Context: an optimization exercise on an open-source flow, tuned for small area. The choices shown serve that exercise and are no tape-out recipe.
Function was not checked in any run shown here: the RTL went through the layout flow alone.

File: flow/run.sh
#!/bin/bash
# synth_recipe.tcl (not shown) runs the flow's synth.tcl, then flattens the netlist and writes it again
# the make line also repeats each setting of config.mk as NAME=value (left out here)
make -C /OpenROAD-flow-scripts/flow DESIGN_CONFIG=/design/flow/config.mk WORK_HOME=/design/flow/orfs CLKGATE_MAP_FILE= SYNTH_SCRIPT=/design/flow/synth_recipe.tcl finish
File: flow/config.mk
export PLATFORM = sky130hd
export DESIGN_NAME = lsort_detect
export DESIGN_NICKNAME = lsort_detect
export VERILOG_FILES = /design/flow/design.v
export SDC_FILE = /design/flow/constraint.sdc
export NUM_CORES = 4
export LEC_CHECK = 0
export CAP_MARGIN = 20
export CORE_MARGIN = 2
export CORE_UTILIZATION = 40
export CTS_CLUSTER_DIAMETER = 100
export CTS_CLUSTER_SIZE = 30
export SLEW_MARGIN = 20
File: flow/constraint.sdc
create_clock -name core_clock -period 14.0 [get_ports {clk}]
set_input_delay 2.8000 -clock core_clock [delete_from_list [all_inputs] [get_ports {clk}]]
set_output_delay 2.8000 -clock core_clock [all_outputs]
set_load 0.01 [all_outputs]
File: flow/design.v
module lsd_filter (
    input  [11:0] x,
    input  [11:0] s1,
    input  [11:0] s2,
    output [11:0] d
);
  wire f0, f1, f2, f3, f4, f5, f6, f7;
  wire f8, f9, f10, f11, f12, f13, f14, f15;
  wire f16, f17, f18, f19, f20, f21, f22, f23;
  wire f24, f25, f26, f27, f28, f29, f30, f31;
  wire f32, f33, f34, f35, f36, f37, f38, f39;
  wire f40, f41, f42, f43, f44, f45, f46, f47;
  wire f48, f49, f50, f51, f52, f53, f54, f55;
  wire f56, f57, f58, f59, f60, f61, f62, f63;
  wire f64, f65, f66, f67, f68, f69, f70, f71;
  wire f72, f73, f74, f75, f76, f77, f78, f79;
  wire f80, f81, f82, f83, f84, f85, f86, f87;
  wire f88, f89, f90, f91, f92, f93, f94, f95;
  wire f96, f97, f98, f99, f100, f101, f102, f103;
  wire f104, f105, f106, f107, f108, f109, f110, f111;
  wire f112, f113, f114, f115, f116, f117, f118, f119;
  wire f120, f121, f122, f123, f124, f125, f126, f127;
  wire f128, f129, f130, f131, f132, f133, f134, f135;
  wire f136, f137, f138, f139, f140, f141, f142, f143;
  wire f144, f145, f146, f147, f148, f149, f150, f151;
  wire f152, f153, f154, f155, f156, f157, f158, f159;
  wire f160, f161, f162, f163, f164, f165, f166, f167;
  wire f168, f169, f170, f171, f172, f173, f174, f175;
  wire f176, f177, f178, f179, f180, f181, f182, f183;
  wire f184, f185, f186, f187, f188, f189, f190, f191;
  wire f192, f193, f194, f195, f196, f197, f198, f199;
  wire f200, f201, f202, f203, f204, f205, f206, f207;
  wire f208, f209, f210, f211, f212, f213, f214, f215;
  wire f216, f217;
  assign f0 = s1[1] ^ ~s2[0] ^ ~s2[1];
  assign f1 = (s1[1] & ~s2[0]) | (s1[1] & ~s2[1]) | (~s2[0] & ~s2[1]);
  assign f2 = s1[0] ^ s1[2] ^ ~s2[1];
  assign f3 = (s1[0] & s1[2]) | (s1[0] & ~s2[1]) | (s1[2] & ~s2[1]);
  assign f4 = s1[0] ^ s1[1] ^ s1[3];
  assign f5 = (s1[0] & s1[1]) | (s1[0] & s1[3]) | (s1[1] & s1[3]);
  assign f6 = s1[1] ^ s1[2] ^ s1[4];
  assign f7 = (s1[1] & s1[2]) | (s1[1] & s1[4]) | (s1[2] & s1[4]);
  assign f8 = s1[2] ^ s1[3] ^ s1[5];
  assign f9 = (s1[2] & s1[3]) | (s1[2] & s1[5]) | (s1[3] & s1[5]);
  assign f10 = s1[3] ^ s1[4] ^ s1[6];
  assign f11 = (s1[3] & s1[4]) | (s1[3] & s1[6]) | (s1[4] & s1[6]);
  assign f12 = ~s2[0] ^ ~s2[5] ^ ~s2[6];
  assign f13 = (~s2[0] & ~s2[5]) | (~s2[0] & ~s2[6]) | (~s2[5] & ~s2[6]);
  assign f14 = s1[0] ^ s1[4] ^ s1[5];
  assign f15 = (s1[0] & s1[4]) | (s1[0] & s1[5]) | (s1[4] & s1[5]);
  assign f16 = s1[7] ^ ~s2[0] ^ ~s2[1];
  assign f17 = (s1[7] & ~s2[0]) | (s1[7] & ~s2[1]) | (~s2[0] & ~s2[1]);
  assign f18 = ~(~s2[6] ^ ~s2[7]);
  assign f19 = ~s2[6] | ~s2[7];
  assign f20 = s1[1] ^ s1[5] ^ s1[6];
  assign f21 = (s1[1] & s1[5]) | (s1[1] & s1[6]) | (s1[5] & s1[6]);
  assign f22 = s1[8] ^ ~s2[1] ^ ~s2[2];
  assign f23 = (s1[8] & ~s2[1]) | (s1[8] & ~s2[2]) | (~s2[1] & ~s2[2]);
  assign f24 = s1[2] ^ s1[6] ^ s1[7];
  assign f25 = (s1[2] & s1[6]) | (s1[2] & s1[7]) | (s1[6] & s1[7]);
  assign f26 = s1[9] ^ ~s2[2] ^ ~s2[3];
  assign f27 = (s1[9] & ~s2[2]) | (s1[9] & ~s2[3]) | (~s2[2] & ~s2[3]);
  assign f28 = s1[0] ^ s1[3] ^ s1[7];
  assign f29 = (s1[0] & s1[3]) | (s1[0] & s1[7]) | (s1[3] & s1[7]);
  assign f30 = s1[8] ^ s1[10] ^ ~s2[3];
  assign f31 = (s1[8] & s1[10]) | (s1[8] & ~s2[3]) | (s1[10] & ~s2[3]);
  assign f32 = ~s2[4] ^ ~s2[9] ^ ~s2[10];
  assign f33 = (~s2[4] & ~s2[9]) | (~s2[4] & ~s2[10]) | (~s2[9] & ~s2[10]);
  assign f34 = s1[1] ^ s1[4] ^ s1[8];
  assign f35 = (s1[1] & s1[4]) | (s1[1] & s1[8]) | (s1[4] & s1[8]);
  assign f36 = s1[9] ^ ~s1[11] ^ ~s2[4];
  assign f37 = (s1[9] & ~s1[11]) | (s1[9] & ~s2[4]) | (~s1[11] & ~s2[4]);
  assign f38 = ~s2[5] ^ ~s2[10] ^ s2[11];
  assign f39 = (~s2[5] & ~s2[10]) | (~s2[5] & s2[11]) | (~s2[10] & s2[11]);
  assign f40 = s1[2] ^ s1[5] ^ s1[9];
  assign f41 = (s1[2] & s1[5]) | (s1[2] & s1[9]) | (s1[5] & s1[9]);
  assign f42 = s1[10] ^ ~s2[5] ^ ~s2[6];
  assign f43 = (s1[10] & ~s2[5]) | (s1[10] & ~s2[6]) | (~s2[5] & ~s2[6]);
  assign f44 = s1[3] ^ s1[6] ^ s1[10];
  assign f45 = (s1[3] & s1[6]) | (s1[3] & s1[10]) | (s1[6] & s1[10]);
  assign f46 = ~s1[11] ^ ~s2[6] ^ ~s2[7];
  assign f47 = (~s1[11] & ~s2[6]) | (~s1[11] & ~s2[7]) | (~s2[6] & ~s2[7]);
  assign f48 = s1[4] ^ s1[7] ^ ~s1[11];
  assign f49 = (s1[4] & s1[7]) | (s1[4] & ~s1[11]) | (s1[7] & ~s1[11]);
  assign f50 = s1[5] ^ s1[8] ^ ~s2[8];
  assign f51 = (s1[5] & s1[8]) | (s1[5] & ~s2[8]) | (s1[8] & ~s2[8]);
  assign f52 = s1[6] ^ s1[9] ^ ~s2[9];
  assign f53 = (s1[6] & s1[9]) | (s1[6] & ~s2[9]) | (s1[9] & ~s2[9]);
  assign f54 = s1[7] ^ s1[10] ^ ~s2[10];
  assign f55 = (s1[7] & s1[10]) | (s1[7] & ~s2[10]) | (s1[10] & ~s2[10]);
  assign f56 = s1[8] ^ ~s1[11] ^ s2[11];
  assign f57 = (s1[8] & ~s1[11]) | (s1[8] & s2[11]) | (~s1[11] & s2[11]);
  assign f58 = f1 ^ f2 ^ ~s2[2];
  assign f59 = (f1 & f2) | (f1 & ~s2[2]) | (f2 & ~s2[2]);
  assign f60 = f3 ^ f4 ^ ~s2[2];
  assign f61 = (f3 & f4) | (f3 & ~s2[2]) | (f4 & ~s2[2]);
  assign f62 = f5 ^ f6 ^ ~s2[3];
  assign f63 = (f5 & f6) | (f5 & ~s2[3]) | (f6 & ~s2[3]);
  assign f64 = f7 ^ f8 ^ ~s2[4];
  assign f65 = (f7 & f8) | (f7 & ~s2[4]) | (f8 & ~s2[4]);
  assign f66 = f9 ^ f10 ^ f12;
  assign f67 = (f9 & f10) | (f9 & f12) | (f10 & f12);
  assign f68 = f11 ^ f13 ^ f14;
  assign f69 = (f11 & f13) | (f11 & f14) | (f13 & f14);
  assign f70 = f15 ^ f17 ^ f19;
  assign f71 = (f15 & f17) | (f15 & f19) | (f17 & f19);
  assign f72 = f20 ^ f22 ^ ~s2[7];
  assign f73 = (f20 & f22) | (f20 & ~s2[7]) | (f22 & ~s2[7]);
  assign f74 = f21 ^ f23 ^ f24;
  assign f75 = (f21 & f23) | (f21 & f24) | (f23 & f24);
  assign f76 = f26 ^ ~s2[8] ^ ~s2[9];
  assign f77 = (f26 & ~s2[8]) | (f26 & ~s2[9]) | (~s2[8] & ~s2[9]);
  assign f78 = f25 ^ f27 ^ f28;
  assign f79 = (f25 & f27) | (f25 & f28) | (f27 & f28);
  assign f80 = f29 ^ f31 ^ f33;
  assign f81 = (f29 & f31) | (f29 & f33) | (f31 & f33);
  assign f82 = f34 ^ f36 ^ f38;
  assign f83 = (f34 & f36) | (f34 & f38) | (f36 & f38);
  assign f84 = f35 ^ f37 ^ f39;
  assign f85 = (f35 & f37) | (f35 & f39) | (f37 & f39);
  assign f86 = f40 ^ f42 ^ s2[11];
  assign f87 = (f40 & f42) | (f40 & s2[11]) | (f42 & s2[11]);
  assign f88 = f41 ^ f43 ^ f44;
  assign f89 = (f41 & f43) | (f41 & f44) | (f43 & f44);
  assign f90 = f45 ^ f47 ^ f48;
  assign f91 = (f45 & f47) | (f45 & f48) | (f47 & f48);
  assign f92 = f49 ^ f50 ^ ~s2[9];
  assign f93 = (f49 & f50) | (f49 & ~s2[9]) | (f50 & ~s2[9]);
  assign f94 = f51 ^ f52 ^ ~s2[10];
  assign f95 = (f51 & f52) | (f51 & ~s2[10]) | (f52 & ~s2[10]);
  assign f96 = f53 ^ f54 ^ s2[11];
  assign f97 = (f53 & f54) | (f53 & s2[11]) | (f54 & s2[11]);
  assign f98 = ~(f55 ^ f56);
  assign f99 = f55 | f56;
  assign f100 = f59 ^ f60 ^ ~s2[3];
  assign f101 = (f59 & f60) | (f59 & ~s2[3]) | (f60 & ~s2[3]);
  assign f102 = f61 ^ f62 ^ ~s2[4];
  assign f103 = (f61 & f62) | (f61 & ~s2[4]) | (f62 & ~s2[4]);
  assign f104 = f63 ^ f64 ^ ~s2[5];
  assign f105 = (f63 & f64) | (f63 & ~s2[5]) | (f64 & ~s2[5]);
  assign f106 = ~(f65 ^ f66);
  assign f107 = f65 | f66;
  assign f108 = f67 ^ f68 ^ f16;
  assign f109 = (f67 & f68) | (f67 & f16) | (f68 & f16);
  assign f110 = f69 ^ f70 ^ f72;
  assign f111 = (f69 & f70) | (f69 & f72) | (f70 & f72);
  assign f112 = f71 ^ f73 ^ f74;
  assign f113 = (f71 & f73) | (f71 & f74) | (f73 & f74);
  assign f114 = f75 ^ f77 ^ f78;
  assign f115 = (f75 & f77) | (f75 & f78) | (f77 & f78);
  assign f116 = f30 ^ f32 ^ x[0];
  assign f117 = (f30 & f32) | (f30 & x[0]) | (f32 & x[0]);
  assign f118 = f79 ^ f80 ^ f82;
  assign f119 = (f79 & f80) | (f79 & f82) | (f80 & f82);
  assign f120 = f81 ^ f83 ^ f84;
  assign f121 = (f81 & f83) | (f81 & f84) | (f83 & f84);
  assign f122 = f85 ^ f87 ^ f88;
  assign f123 = (f85 & f87) | (f85 & f88) | (f87 & f88);
  assign f124 = f89 ^ f90 ^ ~s2[7];
  assign f125 = (f89 & f90) | (f89 & ~s2[7]) | (f90 & ~s2[7]);
  assign f126 = f91 ^ f92 ^ x[5];
  assign f127 = (f91 & f92) | (f91 & x[5]) | (f92 & x[5]);
  assign f128 = f93 ^ f94 ^ x[6];
  assign f129 = (f93 & f94) | (f93 & x[6]) | (f94 & x[6]);
  assign f130 = f95 ^ f96 ^ x[7];
  assign f131 = (f95 & f96) | (f95 & x[7]) | (f96 & x[7]);
  assign f132 = f97 ^ f98 ^ x[8];
  assign f133 = (f97 & f98) | (f97 & x[8]) | (f98 & x[8]);
  assign f134 = f99 ^ f57 ^ s1[9];
  assign f135 = (f99 & f57) | (f99 & s1[9]) | (f57 & s1[9]);
  assign f136 = ~(s1[10] ^ x[10]);
  assign f137 = s1[10] | x[10];
  assign f138 = ~(~s1[11] ^ ~x[11]);
  assign f139 = ~s1[11] | ~x[11];
  assign f140 = f107 ^ f108 ^ f18;
  assign f141 = (f107 & f108) | (f107 & f18) | (f108 & f18);
  assign f142 = f109 ^ f110 ^ ~s2[8];
  assign f143 = (f109 & f110) | (f109 & ~s2[8]) | (f110 & ~s2[8]);
  assign f144 = f111 ^ f112 ^ f76;
  assign f145 = (f111 & f112) | (f111 & f76) | (f112 & f76);
  assign f146 = f113 ^ f114 ^ f116;
  assign f147 = (f113 & f114) | (f113 & f116) | (f114 & f116);
  assign f148 = f115 ^ f117 ^ f118;
  assign f149 = (f115 & f117) | (f115 & f118) | (f117 & f118);
  assign f150 = f119 ^ f120 ^ f86;
  assign f151 = (f119 & f120) | (f119 & f86) | (f120 & f86);
  assign f152 = f121 ^ f122 ^ f46;
  assign f153 = (f121 & f122) | (f121 & f46) | (f122 & f46);
  assign f154 = f123 ^ f124 ^ ~s2[8];
  assign f155 = (f123 & f124) | (f123 & ~s2[8]) | (f124 & ~s2[8]);
  assign f156 = ~(f125 ^ f126);
  assign f157 = f125 | f126;
  assign f158 = ~(f127 ^ f128);
  assign f159 = f127 | f128;
  assign f160 = f133 ^ f134 ^ x[9];
  assign f161 = (f133 & f134) | (f133 & x[9]) | (f134 & x[9]);
  assign f162 = f145 ^ f146 ^ x[11];
  assign f163 = (f145 & f146) | (f145 & x[11]) | (f146 & x[11]);
  assign f164 = f147 ^ f148 ^ x[1];
  assign f165 = (f147 & f148) | (f147 & x[1]) | (f148 & x[1]);
  assign f166 = f149 ^ f150 ^ x[2];
  assign f167 = (f149 & f150) | (f149 & x[2]) | (f150 & x[2]);
  assign f168 = f151 ^ f152 ^ x[3];
  assign f169 = (f151 & f152) | (f151 & x[3]) | (f152 & x[3]);
  assign f170 = f153 ^ f154 ^ x[4];
  assign f171 = (f153 & f154) | (f153 & x[4]) | (f154 & x[4]);
  assign f172 = f159 ^ f129 ^ f130;
  assign f173 = (f159 & f129) | (f159 & f130) | (f129 & f130);
  assign f174 = f161 ^ f135 ^ f136;
  assign f175 = (f161 & f135) | (f161 & f136) | (f135 & f136);
  assign f176 = f171 ^ f155 ^ f156;
  assign f177 = (f171 & f155) | (f171 & f156) | (f155 & f156);
  assign f178 = f173 ^ f131 ^ f132;
  assign f179 = (f173 & f131) | (f173 & f132) | (f131 & f132);
  assign f180 = f175 ^ f137 ^ f138;
  assign f181 = (f175 & f137) | (f175 & f138) | (f137 & f138);
  assign f182 = f177 ^ f157 ^ f158;
  assign f183 = (f177 & f157) | (f177 & f158) | (f157 & f158);
  assign f184 = (s1[0] & ~s2[0]) | (s1[0] & ~x[11]) | (~s2[0] & ~x[11]);
  assign f185 = (f0 & 1'b1) | (f0 & f184) | (1'b1 & f184);
  assign f186 = f58 & f185;
  assign f187 = f100 & f186;
  assign f188 = (f101 & f102) | (f101 & f187) | (f102 & f187);
  assign f189 = (f103 & f104) | (f103 & f188) | (f104 & f188);
  assign f190 = (f105 & f106) | (f105 & f189) | (f106 & f189);
  assign f191 = f140 & f190;
  assign f192 = (f141 & f142) | (f141 & f191) | (f142 & f191);
  assign f193 = (f143 & f144) | (f143 & f192) | (f144 & f192);
  assign f194 = f162 ^ f193;
  assign f195 = f162 & f193;
  assign f196 = f163 ^ f164 ^ f195;
  assign f197 = (f163 & f164) | (f163 & f195) | (f164 & f195);
  assign f198 = f165 ^ f166 ^ f197;
  assign f199 = (f165 & f166) | (f165 & f197) | (f166 & f197);
  assign f200 = f167 ^ f168 ^ f199;
  assign f201 = (f167 & f168) | (f167 & f199) | (f168 & f199);
  assign f202 = f169 ^ f170 ^ f201;
  assign f203 = (f169 & f170) | (f169 & f201) | (f170 & f201);
  assign f204 = f176 ^ f203;
  assign f205 = f176 & f203;
  assign f206 = f182 ^ f205;
  assign f207 = f182 & f205;
  assign f208 = f183 ^ f172 ^ f207;
  assign f209 = (f183 & f172) | (f183 & f207) | (f172 & f207);
  assign f210 = f178 ^ f209;
  assign f211 = f178 & f209;
  assign f212 = f179 ^ f160 ^ f211;
  assign f213 = (f179 & f160) | (f179 & f211) | (f160 & f211);
  assign f214 = f174 ^ f213;
  assign f215 = f174 & f213;
  assign f216 = f180 ^ f215;
  assign f217 = f180 & f215;
  assign d = {f216, f214, f212, f210, f208, f206, f204, f202, f200, f198, f196, f194};
endmodule
module lsd_mag (
    input  [11:0] d,
    input  [11:0] s2,
    output [11:0] y,
    output [10:0] u
);
  wire m0, m1, m2, m3, m4, m5, m6, m7;
  wire m8, m9, m10, m11, m12, m13, m14, m15;
  wire m16, m17, m18, m19, m20, m21, m22, m23;
  wire m24, m25, m26, m27, m28, m29, m30, m31;
  wire m32, m33, m34, m35, m36, m37, m38, m39;
  wire m40, m41, m42, m43, m44, m45, m46, m47;
  wire m48, m49, m50, m51, m52, m53, m54, m55;
  wire m56, m57, m58, m59, m60, m61, m62, m63;
  wire m64, m65, m66, m67, m68, m69, m70, m71;
  wire m72, m73, m74, m75, m76, m77, m78, m79;
  wire m80, m81, m82, m83, m84, m85, m86, m87;
  wire m88, m89, m90, m91, m92, m93, m94, m95;
  wire m96, m97, m98, m99, m100, m101, m102, m103;
  wire m104, m105, m106, m107, m108, m109, m110, m111;
  wire m112, m113, m114, m115, m116, m117, m118, m119;
  wire m120, m121, m122, m123, m124, m125, m126, m127;
  wire m128, m129, m130, m131, m132, m133, m134, m135;
  wire m136, m137, m138, m139, m140, m141, m142, m143;
  wire m144, m145, m146;
  assign m0 = ~(d[0] ^ ~s2[0]);
  assign m1 = d[0] | ~s2[0];
  assign m2 = m1 ^ d[1] ^ ~s2[1];
  assign m3 = (m1 & d[1]) | (m1 & ~s2[1]) | (d[1] & ~s2[1]);
  assign m4 = m3 ^ d[2] ^ ~s2[2];
  assign m5 = (m3 & d[2]) | (m3 & ~s2[2]) | (d[2] & ~s2[2]);
  assign m6 = m5 ^ d[3] ^ ~s2[3];
  assign m7 = (m5 & d[3]) | (m5 & ~s2[3]) | (d[3] & ~s2[3]);
  assign m8 = m7 ^ d[4] ^ ~s2[4];
  assign m9 = (m7 & d[4]) | (m7 & ~s2[4]) | (d[4] & ~s2[4]);
  assign m10 = m9 ^ d[5] ^ ~s2[5];
  assign m11 = (m9 & d[5]) | (m9 & ~s2[5]) | (d[5] & ~s2[5]);
  assign m12 = m11 ^ d[6] ^ ~s2[6];
  assign m13 = (m11 & d[6]) | (m11 & ~s2[6]) | (d[6] & ~s2[6]);
  assign m14 = m13 ^ d[7] ^ ~s2[7];
  assign m15 = (m13 & d[7]) | (m13 & ~s2[7]) | (d[7] & ~s2[7]);
  assign m16 = m15 ^ d[8] ^ ~s2[8];
  assign m17 = (m15 & d[8]) | (m15 & ~s2[8]) | (d[8] & ~s2[8]);
  assign m18 = m17 ^ d[9] ^ ~s2[9];
  assign m19 = (m17 & d[9]) | (m17 & ~s2[9]) | (d[9] & ~s2[9]);
  assign m20 = m19 ^ d[10] ^ ~s2[10];
  assign m21 = (m19 & d[10]) | (m19 & ~s2[10]) | (d[10] & ~s2[10]);
  assign m22 = m21 ^ ~d[11] ^ s2[11];
  assign m23 = (m21 & ~d[11]) | (m21 & s2[11]) | (~d[11] & s2[11]);
  assign m24 = m23 ^ 1'b1;
  assign m25 = m23 & 1'b1;
  assign m26 = ~m0 ^ m4 ^ ~m12;
  assign m27 = (~m0 & m4) | (~m0 & ~m12) | (m4 & ~m12);
  assign m28 = ~m2 ^ m6 ^ ~m14;
  assign m29 = (~m2 & m6) | (~m2 & ~m14) | (m6 & ~m14);
  assign m30 = m0 ^ ~m4 ^ m8;
  assign m31 = (m0 & ~m4) | (m0 & m8) | (~m4 & m8);
  assign m32 = m2 ^ ~m6 ^ m10;
  assign m33 = (m2 & ~m6) | (m2 & m10) | (~m6 & m10);
  assign m34 = m4 ^ ~m8 ^ m12;
  assign m35 = (m4 & ~m8) | (m4 & m12) | (~m8 & m12);
  assign m36 = m6 ^ ~m10 ^ m14;
  assign m37 = (m6 & ~m10) | (m6 & m14) | (~m10 & m14);
  assign m38 = m8 ^ ~m12 ^ m16;
  assign m39 = (m8 & ~m12) | (m8 & m16) | (~m12 & m16);
  assign m40 = m10 ^ ~m14 ^ m18;
  assign m41 = (m10 & ~m14) | (m10 & m18) | (~m14 & m18);
  assign m42 = m12 ^ ~m16 ^ m20;
  assign m43 = (m12 & ~m16) | (m12 & m20) | (~m16 & m20);
  assign m44 = m14 ^ ~m18 ^ m22;
  assign m45 = (m14 & ~m18) | (m14 & m22) | (~m18 & m22);
  assign m46 = m16 ^ ~m20 ^ ~m24;
  assign m47 = (m16 & ~m20) | (m16 & ~m24) | (~m20 & ~m24);
  assign m48 = ~(m18 ^ ~m22);
  assign m49 = m18 | ~m22;
  assign m50 = m29 ^ m30 ^ ~m16;
  assign m51 = (m29 & m30) | (m29 & ~m16) | (m30 & ~m16);
  assign m52 = m31 ^ m32 ^ ~m18;
  assign m53 = (m31 & m32) | (m31 & ~m18) | (m32 & ~m18);
  assign m54 = m33 ^ m34 ^ ~m20;
  assign m55 = (m33 & m34) | (m33 & ~m20) | (m34 & ~m20);
  assign m56 = m35 ^ m36 ^ ~m22;
  assign m57 = (m35 & m36) | (m35 & ~m22) | (m36 & ~m22);
  assign m58 = m37 ^ m38 ^ m24;
  assign m59 = (m37 & m38) | (m37 & m24) | (m38 & m24);
  assign m60 = ~(m39 ^ m40);
  assign m61 = m39 | m40;
  assign m62 = ~(m41 ^ m42);
  assign m63 = m41 | m42;
  assign m64 = ~(m43 ^ m44);
  assign m65 = m43 | m44;
  assign m66 = m49 ^ m20 ^ m24;
  assign m67 = (m49 & m20) | (m49 & m24) | (m20 & m24);
  assign m68 = ~(m57 ^ m58);
  assign m69 = m57 | m58;
  assign m70 = m65 ^ m45 ^ m46;
  assign m71 = (m65 & m45) | (m65 & m46) | (m45 & m46);
  assign m72 = ~(m67 ^ m22);
  assign m73 = m67 | m22;
  assign m74 = m69 ^ m59 ^ m60;
  assign m75 = (m69 & m59) | (m69 & m60) | (m59 & m60);
  assign m76 = m71 ^ m47 ^ m48;
  assign m77 = (m71 & m47) | (m71 & m48) | (m47 & m48);
  assign m78 = m75 ^ m61 ^ m62;
  assign m79 = (m75 & m61) | (m75 & m62) | (m61 & m62);
  assign m80 = m79 ^ m63 ^ m64;
  assign m81 = (m79 & m63) | (m79 & m64) | (m63 & m64);
  assign m82 = ~m0 & 1'b1;
  assign m83 = ~m2 & m82;
  assign m84 = ~m4 & m83;
  assign m85 = ~m6 & m84;
  assign m86 = (m0 & ~m8) | (m0 & m85) | (~m8 & m85);
  assign m87 = (m2 & ~m10) | (m2 & m86) | (~m10 & m86);
  assign m88 = (m26 & 1'b1) | (m26 & m87) | (1'b1 & m87);
  assign m89 = (m27 & m28) | (m27 & m88) | (m28 & m88);
  assign m90 = m50 & m89;
  assign m91 = m51 ^ m52 ^ m90;
  assign m92 = (m51 & m52) | (m51 & m90) | (m52 & m90);
  assign m93 = m53 ^ m54 ^ m92;
  assign m94 = (m53 & m54) | (m53 & m92) | (m54 & m92);
  assign m95 = m55 ^ m56 ^ m94;
  assign m96 = (m55 & m56) | (m55 & m94) | (m56 & m94);
  assign m97 = m68 ^ m96;
  assign m98 = m68 & m96;
  assign m99 = m74 ^ m98;
  assign m100 = m74 & m98;
  assign m101 = m78 ^ m100;
  assign m102 = m78 & m100;
  assign m103 = m80 ^ m102;
  assign m104 = m80 & m102;
  assign m105 = m81 ^ m70 ^ m104;
  assign m106 = (m81 & m70) | (m81 & m104) | (m70 & m104);
  assign m107 = m76 ^ m106;
  assign m108 = m76 & m106;
  assign m109 = m77 ^ m66 ^ m108;
  assign m110 = (m77 & m66) | (m77 & m108) | (m66 & m108);
  assign m111 = m72 ^ m110;
  assign m112 = m72 & m110;
  assign m113 = m73 ^ ~m24 ^ m112;
  assign m114 = (m73 & ~m24) | (m73 & m112) | (~m24 & m112);
  assign m115 = m91 ^ m113;
  assign m116 = m115 ^ m113;
  assign m117 = m115 & m113;
  assign m118 = m93 ^ m113;
  assign m119 = m118 ^ m117;
  assign m120 = m118 & m117;
  assign m121 = m95 ^ m113;
  assign m122 = m121 ^ m120;
  assign m123 = m121 & m120;
  assign m124 = m97 ^ m113;
  assign m125 = m124 ^ m123;
  assign m126 = m124 & m123;
  assign m127 = m99 ^ m113;
  assign m128 = m127 ^ m126;
  assign m129 = m127 & m126;
  assign m130 = m101 ^ m113;
  assign m131 = m130 ^ m129;
  assign m132 = m130 & m129;
  assign m133 = m103 ^ m113;
  assign m134 = m133 ^ m132;
  assign m135 = m133 & m132;
  assign m136 = m105 ^ m113;
  assign m137 = m136 ^ m135;
  assign m138 = m136 & m135;
  assign m139 = m107 ^ m113;
  assign m140 = m139 ^ m138;
  assign m141 = m139 & m138;
  assign m142 = m109 ^ m113;
  assign m143 = m142 ^ m141;
  assign m144 = m142 & m141;
  assign m145 = m111 ^ m113;
  assign m146 = m145 ^ m144;
  assign u = {m146, m143, m140, m137, m134, m131, m128, m125, m122, m119, m116};
  assign y = {m113, m111, m109, m107, m105, m103, m101, m99, m97, m95, m93, m91};
endmodule
module lsd_radix (
    input  [23:0] c,
    input  [23:0] v,
    input  [3:0] kc,
    output bit1,
    output [23:0] co,
    output [3:0] kco
);
  wire r0, r1, r2, r3, r4, r5, r6, r7;
  wire r8, r9, r10, r11, r12, r13, r14, r15;
  wire r16, r17, r18, r19, r20, r21, r22, r23;
  wire r24, r25, r26, r27, r28, r29, r30, r31;
  wire r32, r33, r34, r35, r36, r37, r38, r39;
  wire r40, r41, r42, r43, r44, r45, r46, r47;
  wire r48, r49, r50, r51, r52, r53, r54, r55;
  wire r56, r57, r58, r59, r60, r61, r62, r63;
  wire r64, r65, r66, r67, r68, r69, r70;
  assign r0 = c[0] & ~v[0];
  assign r1 = c[1] & ~v[1];
  assign r2 = c[2] & ~v[2];
  assign r3 = c[3] & ~v[3];
  assign r4 = c[4] & ~v[4];
  assign r5 = c[5] & ~v[5];
  assign r6 = c[6] & ~v[6];
  assign r7 = c[7] & ~v[7];
  assign r8 = c[8] & ~v[8];
  assign r9 = c[9] & ~v[9];
  assign r10 = c[10] & ~v[10];
  assign r11 = c[11] & ~v[11];
  assign r12 = c[12] & ~v[12];
  assign r13 = c[13] & ~v[13];
  assign r14 = c[14] & ~v[14];
  assign r15 = c[15] & ~v[15];
  assign r16 = c[16] & ~v[16];
  assign r17 = c[17] & ~v[17];
  assign r18 = c[18] & ~v[18];
  assign r19 = c[19] & ~v[19];
  assign r20 = c[20] & ~v[20];
  assign r21 = c[21] & ~v[21];
  assign r22 = c[22] & ~v[22];
  assign r23 = c[23] & ~v[23];
  assign r24 = r0 ^ r1 ^ r2;
  assign r25 = (r0 & r1) | (r0 & r2) | (r1 & r2);
  assign r26 = r3 ^ r4 ^ r5;
  assign r27 = (r3 & r4) | (r3 & r5) | (r4 & r5);
  assign r28 = r6 ^ r7 ^ r8;
  assign r29 = (r6 & r7) | (r6 & r8) | (r7 & r8);
  assign r30 = r9 ^ r10 ^ r11;
  assign r31 = (r9 & r10) | (r9 & r11) | (r10 & r11);
  assign r32 = r12 ^ r13 ^ r14;
  assign r33 = (r12 & r13) | (r12 & r14) | (r13 & r14);
  assign r34 = r15 ^ r16 ^ r17;
  assign r35 = (r15 & r16) | (r15 & r17) | (r16 & r17);
  assign r36 = r18 ^ r19 ^ r20;
  assign r37 = (r18 & r19) | (r18 & r20) | (r19 & r20);
  assign r38 = r21 ^ r22 ^ r23;
  assign r39 = (r21 & r22) | (r21 & r23) | (r22 & r23);
  assign r40 = r24 ^ r26 ^ r28;
  assign r41 = (r24 & r26) | (r24 & r28) | (r26 & r28);
  assign r42 = r30 ^ r32 ^ r34;
  assign r43 = (r30 & r32) | (r30 & r34) | (r32 & r34);
  assign r44 = r25 ^ r27 ^ r29;
  assign r45 = (r25 & r27) | (r25 & r29) | (r27 & r29);
  assign r46 = r31 ^ r33 ^ r35;
  assign r47 = (r31 & r33) | (r31 & r35) | (r33 & r35);
  assign r48 = r40 ^ r42 ^ r36;
  assign r49 = (r40 & r42) | (r40 & r36) | (r42 & r36);
  assign r50 = r41 ^ r43 ^ r44;
  assign r51 = (r41 & r43) | (r41 & r44) | (r43 & r44);
  assign r52 = r46 ^ r37 ^ r39;
  assign r53 = (r46 & r37) | (r46 & r39) | (r37 & r39);
  assign r54 = r45 ^ r47 ^ kc[2];
  assign r55 = (r45 & r47) | (r45 & kc[2]) | (r47 & kc[2]);
  assign r56 = r48 ^ r38 ^ kc[0];
  assign r57 = (r48 & r38) | (r48 & kc[0]) | (r38 & kc[0]);
  assign r58 = r49 ^ r50 ^ r52;
  assign r59 = (r49 & r50) | (r49 & r52) | (r50 & r52);
  assign r60 = r51 ^ r53 ^ r54;
  assign r61 = (r51 & r53) | (r51 & r54) | (r53 & r54);
  assign r62 = r57 ^ r58 ^ kc[1];
  assign r63 = (r57 & r58) | (r57 & kc[1]) | (r58 & kc[1]);
  assign r64 = r61 ^ r55 ^ kc[3];
  assign r65 = (r61 & r55) | (r61 & kc[3]) | (r55 & kc[3]);
  assign r66 = r63 ^ r59 ^ r60;
  assign r67 = (r63 & r59) | (r63 & r60) | (r59 & r60);
  assign r68 = r67 ^ r64;
  assign r69 = r67 & r64;
  assign r70 = (1'b0 & r62 & r66 & (r67 | r64)) | (1'b0 & r66 & (r67 | r64)) | (1'b0 & (r67 | r64)) | ((r67 & r64));
  assign bit1 = ~(r70 | r65);
  assign kco = bit1 ? {r68, r66, r62, r56} : kc;
  assign co = bit1 ? (c & v) : (c & ~v);
endmodule
module lsd_pop (
    input  [22:0] z,
    output [4:0] cnt
);
  wire p0, p1, p2, p3, p4, p5, p6, p7;
  wire p8, p9, p10, p11, p12, p13, p14, p15;
  wire p16, p17, p18, p19, p20, p21, p22, p23;
  wire p24, p25, p26, p27, p28, p29, p30, p31;
  wire p32, p33, p34, p35, p36, p37, p38, p39;
  wire p40, p41, p42, p43;
  assign p0 = z[0] ^ z[1] ^ z[2];
  assign p1 = (z[0] & z[1]) | (z[0] & z[2]) | (z[1] & z[2]);
  assign p2 = z[3] ^ z[4] ^ z[5];
  assign p3 = (z[3] & z[4]) | (z[3] & z[5]) | (z[4] & z[5]);
  assign p4 = z[6] ^ z[7] ^ z[8];
  assign p5 = (z[6] & z[7]) | (z[6] & z[8]) | (z[7] & z[8]);
  assign p6 = z[9] ^ z[10] ^ z[11];
  assign p7 = (z[9] & z[10]) | (z[9] & z[11]) | (z[10] & z[11]);
  assign p8 = z[12] ^ z[13] ^ z[14];
  assign p9 = (z[12] & z[13]) | (z[12] & z[14]) | (z[13] & z[14]);
  assign p10 = z[15] ^ z[16] ^ z[17];
  assign p11 = (z[15] & z[16]) | (z[15] & z[17]) | (z[16] & z[17]);
  assign p12 = z[18] ^ z[19] ^ z[20];
  assign p13 = (z[18] & z[19]) | (z[18] & z[20]) | (z[19] & z[20]);
  assign p14 = ~(z[21] ^ z[22]);
  assign p15 = z[21] | z[22];
  assign p16 = p0 ^ p2 ^ p4;
  assign p17 = (p0 & p2) | (p0 & p4) | (p2 & p4);
  assign p18 = p6 ^ p8 ^ p10;
  assign p19 = (p6 & p8) | (p6 & p10) | (p8 & p10);
  assign p20 = p1 ^ p3 ^ p5;
  assign p21 = (p1 & p3) | (p1 & p5) | (p3 & p5);
  assign p22 = p7 ^ p9 ^ p11;
  assign p23 = (p7 & p9) | (p7 & p11) | (p9 & p11);
  assign p24 = ~(p13 ^ p15);
  assign p25 = p13 | p15;
  assign p26 = p16 ^ p18 ^ p12;
  assign p27 = (p16 & p18) | (p16 & p12) | (p18 & p12);
  assign p28 = p17 ^ p19 ^ p20;
  assign p29 = (p17 & p19) | (p17 & p20) | (p19 & p20);
  assign p30 = p21 ^ p23 ^ p25;
  assign p31 = (p21 & p23) | (p21 & p25) | (p23 & p25);
  assign p32 = p27 ^ p28 ^ p22;
  assign p33 = (p27 & p28) | (p27 & p22) | (p28 & p22);
  assign p34 = p33 ^ p29 ^ p30;
  assign p35 = (p33 & p29) | (p33 & p30) | (p29 & p30);
  assign p36 = p26 ^ p14;
  assign p37 = p26 & p14;
  assign p38 = p32 ^ p24 ^ p37;
  assign p39 = (p32 & p24) | (p32 & p37) | (p24 & p37);
  assign p40 = p34 ^ p39;
  assign p41 = p34 & p39;
  assign p42 = p35 ^ p31 ^ p41;
  assign p43 = (p35 & p31) | (p35 & p41) | (p31 & p41);
  assign cnt = {p43, p42, p40, p38, p36};
endmodule
`timescale 1ns / 1ps
module lsort_detect (
    input               clk,
    input               rst_n,
    input               in_valid,
    input        [ 1:0] in_channel,
    input        [11:0] in_data,
    output logic        out_valid,
    output logic [ 1:0] out_channel,
    output logic [10:0] out_data,
    output logic        out_spike,
    output logic [37:0] out_time
);
  localparam int NS = 24;   
  localparam int NB1 = 4;   
  logic [1:0] ph;
  always_ff @(posedge clk or negedge rst_n)
    if (!rst_n) ph <= 2'd0;
    else ph <= ph + 2'd1;
  logic [1:0] dly;
  logic [3:1] ev;
  logic [11:0] ed1, ed2, ed3;
  assign dly = in_channel - ph;
  always_ff @(posedge clk or negedge rst_n)
    if (!rst_n) ev <= '0;
    else begin
      ev[1] <= in_valid && dly == 2'd3;
      ev[2] <= ev[1] || (in_valid && dly == 2'd2);
      ev[3] <= ev[2] || (in_valid && dly == 2'd1);
    end
  always_ff @(posedge clk) begin
    ed1 <= in_data;
    ed2 <= (in_valid && dly == 2'd2) ? in_data : ed1;
    ed3 <= (in_valid && dly == 2'd1) ? in_data : ed2;
  end
  logic pv;
  logic [11:0] x;
  assign pv = ev[3] || (in_valid && dly == 2'd0);
  assign x  = ev[3] ? ed3 : in_data;
  logic [23:0] flt0, flt1, flt2, flt3;   
  logic seen3;
  always_ff @(posedge clk or negedge rst_n)
    if (!rst_n) seen3 <= 1'b0;
    else if (pv && ph == 2'd3) seen3 <= 1'b1;
  logic [11:0] s1, s2, d;
  assign s1 = seen3 ? flt3[23:12] : 12'd0;
  assign s2 = seen3 ? flt3[11:0] : 12'd0;
  lsd_filter u_filter (
      .x (x),
      .s1(s1),
      .s2(s2),
      .d (d)
  );
  logic v1;
  logic [11:0] s2o;
  always_ff @(posedge clk or negedge rst_n)
    if (!rst_n) v1 <= 1'b0;
    else v1 <= pv;
  always_ff @(posedge clk) begin
    flt0 <= pv ? {d, s1} : flt3;
    flt1 <= flt0;
    flt2 <= flt1;
    flt3 <= flt2;
    s2o  <= s2;
  end
  logic [10:0] u;
  logic [11:0] y;
  logic [5:0] g;
  lsd_mag u_mag (
      .d (flt0[23:12]),
      .s2(s2o),
      .y (y),
      .u (u)
  );
  always_comb
    if (y[11]) g = (&y[10:6]) ? ~y[5:0] : 6'd63;
    else if (y[10:6] != 0) g = 6'd63;
    else g = (y[5:0] == 0) ? 6'd0 : y[5:0] - 6'd1;
  logic [NS-1:0][5:0] win0, win1, win2, win3;   
  always_ff @(posedge clk) begin
    win0[0] <= v1 ? g : win3[0];
    for (int j = 1; j < NS; j++) win0[j] <= v1 ? win3[j-1] : win3[j];
    win1 <= win0;
    win2 <= win1;
    win3 <= win2;
  end
  logic [4:0] fill;
  always_ff @(posedge clk or negedge rst_n)
    if (!rst_n) fill <= '0;
    else if (v1 && ph == 2'd0 && fill != 5'd24) fill <= fill + 5'd1;
  logic [NS-1:1] z1;
  logic [4:0] cnt1;
  always_comb for (int j = 1; j < NS; j++) z1[j] = (5'(j) <= fill) && !win3[j-1][5];
  lsd_pop u_pop (
      .z  (z1),
      .cnt(cnt1)
  );
  logic v2;
  logic [10:0] u2;
  logic [4:0] cnt1_q;
  always_ff @(posedge clk or negedge rst_n)
    if (!rst_n) v2 <= 1'b0;
    else v2 <= v1;
  always_ff @(posedge clk) begin
    u2 <= u;
    cnt1_q <= cnt1;
  end
  logic is3;
  logic [NS-1:0] vld;   
  assign is3 = (ph == 2'd1);
  always_comb for (int j = 0; j < NS; j++) vld[j] = 5'(j) + {4'd0, is3} <= fill;
  logic [5:0][NS-1:0] vb0, vb1;   
  always_comb
    for (int b = 0; b < 6; b++)
      for (int j = 0; j < NS; j++) begin
        vb0[b][j] = win0[j][b];
        vb1[b][j] = win1[j][b];
      end
  logic [6:0][NS-1:0] cand;
  logic [6:0][3:0] kc;
  logic [5:0] mb;
  logic [NS-1:0] cand_q;
  logic [3:0] kc_q;
  logic [5:0] mb_q;
  logic [4:0] s1c;
  assign s1c = cnt1_q + {4'd0, !win0[0][5]};
  assign mb[5] = s1c < 5'd16;
  assign kc[1] = mb[5] ? s1c[3:0] : 4'd3;
  assign cand[1] = mb[5] ? (vld & vb0[5]) : (vld & ~vb0[5]);
  genvar i;
  generate
    for (i = 1; i < 6; i++) begin : gen_step
      logic [NS-1:0] ci;
      logic [3:0] ki;
      if (i == NB1) begin : gen_m2
        assign ci = cand_q;
        assign ki = kc_q;
      end else begin : gen_m1
        assign ci = cand[i];
        assign ki = kc[i];
      end
      lsd_radix u_radix (
          .c   (ci),
          .v   (i < NB1 ? vb0[5-i] : vb1[5-i]),
          .kc  (ki),
          .bit1(mb[5-i]),
          .co  (cand[i+1]),
          .kco (kc[i+1])
      );
    end
  endgenerate
  logic v3;
  logic [10:0] u3;
  always_ff @(posedge clk or negedge rst_n)
    if (!rst_n) v3 <= 1'b0;
    else v3 <= v2;
  always_ff @(posedge clk) begin
    u3 <= u2;
    cand_q <= cand[NB1];
    kc_q <= kc[NB1];
    mb_q <= mb;
  end
  logic [5:0] med, q;
  always_comb
    for (int b = 0; b < 6; b++) med[b] = (b >= 6 - NB1) ? mb_q[b] : mb[b];
  assign q = u3[10:5] - {5'd0, u3[4:0] == 5'd0};
  assign out_valid = v3;
  assign out_data  = u3;
  assign out_spike = (u3 != 11'd0) && (q > med);
  logic [39:0] cnt, cnt_carry;
  assign {out_time, out_channel} = cnt;
  always_comb begin
    cnt_carry[0] = v3;
    for (int b = 1; b < 40; b++) cnt_carry[b] = cnt_carry[b-1] & cnt[b-1];
  end
  always_ff @(posedge clk or negedge rst_n)
    if (!rst_n) cnt <= '0;
    else cnt <= cnt ^ cnt_carry;
endmodule
==> results.toml, run 1 <==
[route]
remaining_drc_errors = 0
post_drt_wl_per_cell_um = 16.5
ant_nets = 0
firstDrtPassIters = 5
drtIter0Drc = 786
dr_total_vias = 15677
wl_um = 57400
vias_per_cell = 4.50

[run_status]
status = "complete, no violations"

[synthesis]
syn_avg_cell_area_um2 = 13.2
synth-edff-count = 0
yosysUniqueCellTypes = 66
syn_area_um2 = 30800
synth_cells = 2335
yosysWarnings = 1
ys_seq_area_share_pct = 55.0
ys_async_sr_fraction_pct = 6.48
synthFlopType = "dfxtp_1"
ys_ff_latch = 833
syn-num-nets = 2710

[timing]
setup_slack_ns = 0.585
clock_skew_ns = 0.0308
setup_violations = 0
final_max_slew_viol_count = 0
tightestPinTransition_ns = 1.04
relSlewSlack_pct = 30.6
finalCriticalPeriod_ns = 13.41
fin_crit_sh_pct = 95.8
final_hold_viol_count = 0
max_clock_freq_ghz = 0.0745

[placed_design]
io_buffers = 69
dp_cells = 3422
hpwl_um = 43700
gp_congestion = 0.826
placedInstanceArea_um2 = 32900
place_ws_ns = -0.437

[floorplanning]
core.rowCount = 101
coreArea_um2 = 76100
fp.dieW_um = 281
die-area_um2 = 79200
die-height_um = 281
ios = 70
start_util_pct = 40.5

[clocking]
clkSlewWorstSetupHoldPaths_ns = 0.10
cts_buffer_depth = 3
cts_max_level = 2
clock_sinks = 833
cts_tree = "yes"
root_buffer = "clkbuf_16"
cts_buffers = 34
clk_latency_ns = 0.60

[setup_path]
cp-end-kind = "flip-flop"
path_class = "reg2reg"
crit_path_start_kind = "flip-flop"
crit_path_max_incr_delay_ns = 0.55
cp_max_fo = 9
arrival_ns = 13.87
crit_required_ns = 14.45
cp_slowest_cell = "fa_1"
crit_top_cell = "fa_1"

[cells_and_area]
final_util_pct = 45.1
drive_gt1_share_pct = 14.5
final_common_cell = "dfxtp_1"
finalInstanceArea_um2 = 34300
area_growth_pct = 11.5
nets = 2815
n_antenna_cell = 0
layout_common_cells = "dfxtp_1 (778), inv_1 (295), fa_1 (247)"
finalNonFillerCells = 3481

[global_route]
grt_use_total_pct = 14.9
antenna_found_initial = 1
grt_overflow_total = 0
grt_max_degree = 74
grt_pass1_wl_um = 92700
grt_pass1_vias = 16824

[flow_run]
drv_cap = 0

[hold_path]
hp-class = "reg2reg"
[state kept, by name (all words and copies together), names as in the netlist, 2 cells and up]
| register | cells |
|---|---|
| u2 | 11 |
| flt1 | 24 |
| win1 | 144 |
| cnt | 40 |
| flt2 | 24 |
| mb_q | 4 |
| flt0 | 24 |
| u3 | 11 |
| kc_q | 4 |
| fill | 5 |
| ph | 2 |
| ed1 | 12 |
| win0 | 144 |
| flt3 | 24 |
| win3 | 144 |
| cand_q | 24 |
| s2o | 12 |
| ed2 | 12 |
| win2 | 144 |
| ev | 3 |
| cnt1_q | 5 |
| ed3 | 12 |
[critical path, delay by kind of cell (launching register included)]
| kind | cells | cell delay, ns |
|---|---|---|
| DFF | 1 | 0.36 |
| buffers and inverters | 17 | 1.45 |
| adders and majority gates | 23 | 8.39 |
| xor gates and xnor gates | 5 | 0.72 |
| and+or+nand+nor | 10 | 2.35 |
[cells in the mapped netlist (all sizes together), types with 2 or more instances]
| cell type | count | share of area [%] |
|---|---|---|
| nand3 | 8 | 0.13 |
| nor3b | 20 | 0.49 |
| clkbuf | 29 | 0.35 |
| a22oi | 5 | 0.12 |
| nand4b | 7 | 0.20 |
| nand2 | 74 | 0.90 |
| and3 | 5 | 0.11 |
| nor3 | 23 | 0.37 |
| a21o | 8 | 0.20 |
| nand2b | 16 | 0.33 |
| mux2i | 9 | 0.29 |
| nor4 | 16 | 0.35 |
| o31ai | 4 | 0.098 |
| nor4b | 2 | 0.057 |
| nor2b | 33 | 0.67 |
| buf | 23 | 0.40 |
| or3 | 10 | 0.20 |
| or4 | 6 | 0.15 |
| o21a | 5 | 0.12 |
| or2 | 6 | 0.12 |
| a31oi | 4 | 0.10 |
| o22ai | 3 | 0.061 |
| a31o | 2 | 0.057 |
| clkinv | 3 | 0.037 |
| a21oi | 25 | 0.41 |
| nand4 | 4 | 0.081 |
| dfxtp | 779 | 51 |
| and4 | 6 | 0.17 |
| dfrtp | 54 | 4.4 |
| maj3 | 4 | 0.14 |
| fa | 253 | 16 |
| o21ai | 40 | 0.65 |
| ha | 105 | 4.3 |
| nand3b | 27 | 0.66 |
| a211o | 2 | 0.057 |
| o21bai | 4 | 0.098 |
| xor2 | 43 | 1.2 |
| a211oi | 3 | 0.089 |
| inv | 298 | 3.6 |
| nor2 | 50 | 0.61 |
| mux2 | 187 | 6.8 |
| and2 | 3 | 0.061 |
| xnor2 | 107 | 3.1 |
| o211ai | 8 | 0.20 |
[timing repair]
item                       in CTS  in global routing
cloned                          0                  2
pin swaps                       2                 17
gates resized for setup         8                 73
setup endpoints to repair      27                 29
buffers inserted                1                  8
hold buffers                    0                  0
[metal layers]
metal / track usage, % / wire (um)
met2: 25.1 / 27800
met1: 20.3 / 26700
met3: 1.93 / 1540
met4: 3.91 / 1310
met5: 0 / 0
[worst paths after layout]
path                          from         end  slack (ns)  cells after the start
max                        win0[5]  cand_q[11]        0.59                     55
max reg2reg                win0[5]  cand_q[11]        0.59                     55
max in group asynchronous    rst_n          v1       11.13                      2
min in group asynchronous    rst_n       ev[2]        2.32                      2
min reg2reg                flt2[1]     flt3[1]        0.31                      0
min                        flt2[1]     flt3[1]        0.31                      0
[layout make-up]
cell class / count / area [um2]
Fill cell: 6982 / 41700
Inverter: 301 / 1130
Sequential cell: 833 / 17000
Timing Repair Buffer: 121 / 1190
Clock buffer: 41 / 898
Multi-Input combinational cell: 1149 / 12800
Clock inverter: 6 / 73.8
Tap cell: 1030 / 1290
[kinds of logic (layout without fill, tap and decap cells)]
kind of cell    count (synthesis)  after routing  share of synthesized area, %
compound gates                122            122                          2.51
xor+xnor                      150            150                          4.33
fa+ha+maj                     362            362                          20.8
buf+inv                       353            469                          4.42
simple gates                  319            319                          5.74
mux                           196            196                          7.13
flops                         833            833                          55.0
[metrics by stage]
stage,hold WS (ns),TNS (ns)
2_1_floorplan,0.310,0
3_3_place_gp,0.310,-0.348
3_5_place_dp,0.312,-4.40
4_1_cts,0.296,0
5_1_grt,0.298,-0.00128
6_report,0.309,0
==> run 2: changes to the inputs <==
--- a/flow/config.mk
+++ b/flow/config.mk
@@ -9,5 +9,5 @@
 export CORE_MARGIN = 2
 export CORE_UTILIZATION = 40
-export CTS_CLUSTER_DIAMETER = 100
-export CTS_CLUSTER_SIZE = 30
+export CTS_CLUSTER_DIAMETER = 70
+export CTS_CLUSTER_SIZE = 24
 export SLEW_MARGIN = 20
==> run 2 against run 1 <==
Compared with the run above: still clean on timing, DRC and antenna; die area is the same; via count grew 0.87%; synthesized cell count is the same; utilization grew 0.57 points; worst hold slack lost 0.025 ns; area after synthesis is the same; clock-buffer cell count grew 11; critical endpoint unchanged.
==> results.toml, run 2 <==
[setup_path]
cp-endpoint = "cand_q[11]"
crit_path_max_incr_delay_ns = 0.61
rr_worst_depth = 53
crit_path_start_kind = "flip-flop"
r2r_setup_slack_ns = 0.58
r2r-start = "win0[5]"
crit_required_ns = 14.48
cp_max_fo = 7
critPathLaunch = "win0[5]"
timing.rr.end = "cand_q[11]"
crit_top_cell = "fa_1"
cp-end-kind = "flip-flop"
cp_slowest_cell = "fa_1"
arrival_ns = 13.90
path_class = "reg2reg"

[cells_and_area]
drive_gt1_share_pct = 15.3
finalInstanceArea_um2 = 34800
layout_common_cells = "dfxtp_1 (778), inv_1 (295), fa_1 (247)"
nets = 2827
finalNonFillerCells = 3502
final_common_cell = "dfxtp_1"
n_antenna_cell = 0
area_growth_pct = 12.9

[hold_path]
min-delay-start = "win2[88]"
hp-class = "reg2reg"
holdPathStages = 0

[global_route]
met1_usage_pct = 20.4
antenna_found_initial = 1
grt_pass1_vias = 16997
global_route.usage.met2_pct = 25.2
grt_use_total_pct = 15.0
grt_most_used_layer = "met2"
grt_max_degree = 74
grt_pass1_wl_um = 93500
grt_util_met3_pct = 1.91
grt_overflow_total = 0

[synthesis]
synth_top_family_by_area = "adder cells"
synth_area_leaders = "dfxtp_1 (51%), fa_1 (16%), mux2_2 (6.8%), dfrtp_1 (4.4%), ha_1 (4.3%)"
yosysUniqueCellTypes = 66
syn_avg_cell_area_um2 = 13.2
yosys.area_share.simple_pct = 5.74
synth_top_area_cell = "dfxtp_1"
yosys.area_share.xor_xnor_pct = 4.33
ys_ff_latch = 833
ys_async_sr_fraction_pct = 6.48
yosysWarnings = 1
synth_top_area_share_pct = 50.6
syn_area_um2 = 30800
synthFlopType = "dfxtp_1"
synthAdderAreaFrac_pct = 20.8
syn-num-nets = 2710
yosysMostFrequentCell = "dfxtp_1"
synthMuxAreaShare_pct = 7.13
ys_top_cells_by_count = "dfxtp_1 (779), inv_1 (298), fa_1 (253)"
synth_compound_area_share_pct = 2.51
ys_seq_area_share_pct = 55.0
synth_cells = 2335
synth-edff-count = 0

[timing]
setup_violations = 0
fin_crit_sh_pct = 95.9
final.setup.tns_ns = 0
tightestPinTransition_ns = 1.04
clock_skew_ns = 0.0489
rsz0062_at_grt = "true"
relSlewSlack_pct = 30.7
finalCriticalPeriod_ns = 13.42
final_hold_viol_count = 0
max_clock_freq_ghz = 0.0745
setup_slack_ns = 0.580
final_max_slew_viol_count = 0

[flow_run]
drv_cap = 0

[route]
post_drt_wl_per_cell_um = 16.5
ant_nets = 0
remaining_drc_errors = 0
vias_per_cell = 4.52
wl_um = 57800
drtIter0Drc = 725
dr_total_vias = 15813
firstDrtPassIters = 5

[floorplanning]
die-height_um = 281
fp.dieW_um = 281
core.rowCount = 101
die-area_um2 = 79200
ios = 70
coreArea_um2 = 76100
start_util_pct = 40.5

[clocking]
clkSlewWorstSetupHoldPaths_ns = 0.09
ctsHoldBuffers = 0
cts_buffer_depth = 3
clock_sinks = 833
cts_buffers = 45
cts_max_level = 2
cts_tree = "yes"
clk_latency_ns = 0.62
root_buffer = "clkbuf_16"

[placed_design]
hpwl_um = 43700
placedInstanceArea_um2 = 32900
gp_congestion = 0.826
dp_cells = 3422
io_buffers = 69
place_ws_ns = -0.437

[run_status]
status = "complete, no violations"
## run 2: cell counts after synthesis
No cell type changed its count.
## run 2: per-stage QoR
| step | hold WS (ns) | util, % |
|---|---|---|
| after floorplan | 0.310 | - |
| after global placement | 0.310 | 43.2 |
| after detailed placement | 0.312 | 43.2 |
| after CTS | 0.272 | 45.1 |
| after global routing | 0.285 | 45.7 |
| final | 0.284 | 45.7 |
## run 2: layout make-up
type	instances	area [um2]
Tap cell	1030	1290
Clock buffer	52	1180
Multi-Input combinational cell	1149	12800
Timing Repair Buffer	122	1210
Fill cell	6937	41300
Clock inverter	15	213
Sequential cell	833	17000
Inverter	301	1130
## run 2: critical path: cells and delay by family (launching register included)
kind | cells | cell delay, ns
flops | 1 | 0.35
xor+xnor | 5 | 0.78
buf+inv | 16 | 1.45
fa+ha+maj | 23 | 8.47
simple gates | 9 | 2.16
## run 2: how the worst min path moves through the flow
stage                          end  slack [ns]
after detailed placement   flt2[4]        0.31
after CTS                 win3[88]        0.27
after floorplan            flt1[0]        0.31
after global routing       flt3[3]        0.28
after global placement     win3[4]        0.31
final                     win3[88]        0.28
## run 2: timing repair
action,4_1_cts,5_1_grt
pin swaps,2,17
resized for setup,6,77
hold endpoints to repair,0,0
cloned,0,2
setup buffers,1,9
endpoints found under the setup margin,27,29
## run 2: kinds of logic (layout without fill, tap and decap cells)
family	after synthesis	in the layout
buf+inv	353	490
mux	196	196
compound gates	122	122
fa+ha+maj	362	362
simple gates	319	319
xor+xnor	150	150
flops	833	833
## run 2: metal layers
layer / vias up / wire, um
met4: 0 / 1460
met1: 7891 / 26600
li1: 7626 / -
met5: - / 0
met2: 207 / 27900
met3: 89 / 1780
==> run 3: changes to the inputs <==
--- a/flow/config.mk
+++ b/flow/config.mk
@@ -8,6 +8,7 @@
 export CAP_MARGIN = 20
 export CORE_MARGIN = 2
-export CORE_UTILIZATION = 40
-export CTS_CLUSTER_DIAMETER = 70
-export CTS_CLUSTER_SIZE = 24
+export CORE_UTILIZATION = 50
+export CTS_BUF_LIST = sky130_fd_sc_hd__clkbuf_8
+export CTS_CLUSTER_SIZE = 20
+export GPL_TIMING_DRIVEN = 0
 export SLEW_MARGIN = 20
==> run 3 against run 2 <==
Compared with the run above: clock-buffer cell count is 115 higher; setup slack worse by 0.38 ns; cell count is 0.74% higher; utilization is 15 points higher; worst hold slack better by 0.021 ns; largest cell class unchanged; highest routed layer unchanged.
==> results.toml, run 3 <==
[run_status]
status = "complete, no violations"

[synthesis]
ys_top_cells_by_count = "dfxtp_1 (779), inv_1 (298), fa_1 (253)"
synth_top_area_share_pct = 50.6
syn-num-nets = 2710
synth_cells = 2335
synth_area_leaders = "dfxtp_1 (51%), fa_1 (16%), mux2_2 (6.8%), dfrtp_1 (4.4%), ha_1 (4.3%)"
synthFlopType = "dfxtp_1"
syn_area_um2 = 30800
yosysWarnings = 1
yosysUniqueCellTypes = 66
synth-edff-count = 0
ys_ff_latch = 833
yosysMostFrequentCell = "dfxtp_1"
syn_avg_cell_area_um2 = 13.2
synth_top_area_cell = "dfxtp_1"
ys_seq_area_share_pct = 55.0
ys_async_sr_fraction_pct = 6.48

[cells_and_area]
final_common_cell = "dfxtp_1"
drive_gt1_share_pct = 23.2
nets = 3017
final_util_pct = 60.7
layout_common_cells = "dfxtp_1 (778), inv_1 (308), fa_1 (233)"
area_growth_pct = 19.5

[route]
remaining_drc_errors = 0
post_drt_wl_per_cell_um = 17.8
firstDrtPassIters = 5
dr_total_vias = 17028
drtIter0Drc = 789
wl_um = 62900
vias_per_cell = 4.83
ant_nets = 0

[clocking]
clock_sinks = 833
cts_tree = "yes"
cts_buffers = 134
cts_max_level = 4
clk_latency_ns = 0.80
clkSlewWorstSetupHoldPaths_ns = 0.07
root_buffer = "clkbuf_8"
cts_buffer_depth = 3

[setup_path]
r2r_setup_slack_ns = 0.20
cp-end-kind = "flip-flop"
crit_required_ns = 14.72
cp_max_fo = 8
r2r-start = "ph[1]"
crit_top_cell = "buf_4"
crit_path_start_kind = "flip-flop"
rr_worst_depth = 78
critPathLaunch = "ph[1]"
timing.rr.end = "cand_q[17]"
crit_path_max_incr_delay_ns = 0.55
cp-endpoint = "cand_q[17]"
path_class = "reg2reg"
cp_slowest_cell = "fa_2"
arrival_ns = 14.52

[placed_design]
gp_congestion = 0.855
hpwl_um = 45200
io_buffers = 69

[timing]
clock_skew_ns = 0.0293
setup_violations = 0
final.setup.tns_ns = 0
max_clock_freq_ghz = 0.0725
finalCriticalPeriod_ns = 13.80
tightestPinTransition_ns = 0.987
fin_crit_sh_pct = 98.6
fin_hold_ws_ns = 0.306
final_max_slew_viol_count = 0
relSlewSlack_pct = 34.2
final_hold_viol_count = 0

[global_route]
grt_pass1_vias = 18177
grt_use_total_pct = 20.6
grt_max_degree = 55
grt_pass1_wl_um = 99400
antenna_found_initial = 2
grt_overflow_total = 0

[hold_path]
hp-class = "reg2reg"

[floorplanning]
start_util_pct = 50.8
ios = 70
die-area_um2 = 63600
coreArea_um2 = 60600
fp.dieW_um = 252
die-height_um = 252
core.rowCount = 90

[flow_run]
drv_cap = 0
run 3: worst min path at each step:
stage	from	endpoint	slack, ns	depth (start not counted)
final	win2[80]	win3[80]	0.31	0
after CTS	win2[80]	win3[80]	0.30	0
after detailed placement	win0[30]	win1[30]	0.31	0
after global placement	win2[10]	win3[10]	0.31	0
after floorplan	flt0[0]	flt1[0]	0.31	0
after global routing	win2[9]	win3[9]	0.31	0
run 3: cell type report:
type | count | area [um2]
flip-flops and latches | 833 | 17000
multi-input cells | 1149 | 12900
diodes | 2 | 5.00
fillers | 4768 | 23800
well taps | 782 | 978
plain buffers | 51 | 359
inverters | 301 | 1150
repair buffers | 172 | 1530
clock inverters | 71 | 598
clock buffers | 167 | 2300
run 3: cell families (layout without fill, tap and decap cells):
group	after synthesis	in the layout	share of synthesized area (%)
flops	833	833	55.0
other cells	0	2	0
xor+xnor	150	150	4.33
mux	196	196	7.13
buf+inv	353	762	4.42
compound gates	122	122	2.51
fa+ha+maj	362	362	20.8
simple gates	319	319	5.74
run 3: what timing repair did:
action / CTS / global route
hold buffers: 0 / 0
endpoints found under the setup margin: 29 / 29
buffers inserted: 66 / 37
hold endpoints to repair: 0 / 0
pin swaps: 21 / 37
gates resized for setup: 110 / 56
run 3: metrics by stage:
stage          cell area (um2)  worst slack [ns]  std cells
4_1_cts                  36300            0.0173       3490
5_1_grt                  36800            -0.125       3528
3_3_place_gp             32500             -2.82       3186
2_1_floorplan            30800            0.0536       2335
3_5_place_dp             32500             -2.96       3187
6_report                 36800             0.202       3528
run 3: critical path, delay by kind of cell (launching register included):
family	cells	cell delay (ns)
AO/OA/AOI/OAI	4	0.80
XOR/XNOR	2	0.28
adder cells (fa/ha/maj)	16	5.75
buffers and inverters	50	5.66
flip-flops	1	0.43
AND/OR/NAND/NOR	6	0.72
run 3: layer usage:
metal  share of wire, %  GRT usage, %  vias to the layer above  wire length [um]
met4                3.1          8.47                        0              1940
met3                3.8          5.03                      131              2380
met5                  0             0                        -                 0
li1                   -             -                     8091                 -
met1                 47          27.7                     8501             29700
met2                 46          32.0                      305             28900

static timing again, ports no longer ideal:
In the flow no input, the clock included, has a driving cell. The finished layouts below were timed again as built, in two steps.
Step 1 sets driving cells, clkbuf_16 on the clock port and buf_2 on the other inputs (assumed; they add their load-dependent delay and slew).
Step 2 moves the port delays by t, midway between the first and last clock arrival at a register: inputs arrive t later, outputs are due t later. That takes back most of the time a late clock gives input paths.
Slacks: ideal / step 1 / step 2; pairs: ideal / step 1.
run | shift t [ns] | slack for setup (ns) | hold slack, ns | worst setup path after step 2 | worst register clock-pin slew, ns
run 1 | 0.639 | 0.585 / 0.585 / 0.585 | 0.309 / 0.309 / 0.309 | register to register | 0.11 / 0.11
run 2 | 0.653 | 0.580 / 0.580 / 0.580 | 0.284 / 0.284 / 0.284 | register to register | 0.09 / 0.09
run 3 | 0.837 | 0.202 / 0.202 / 0.202 | 0.306 / 0.306 / 0.306 | register to register | 0.07 / 0.07
After both steps every run listed still meets setup and hold.
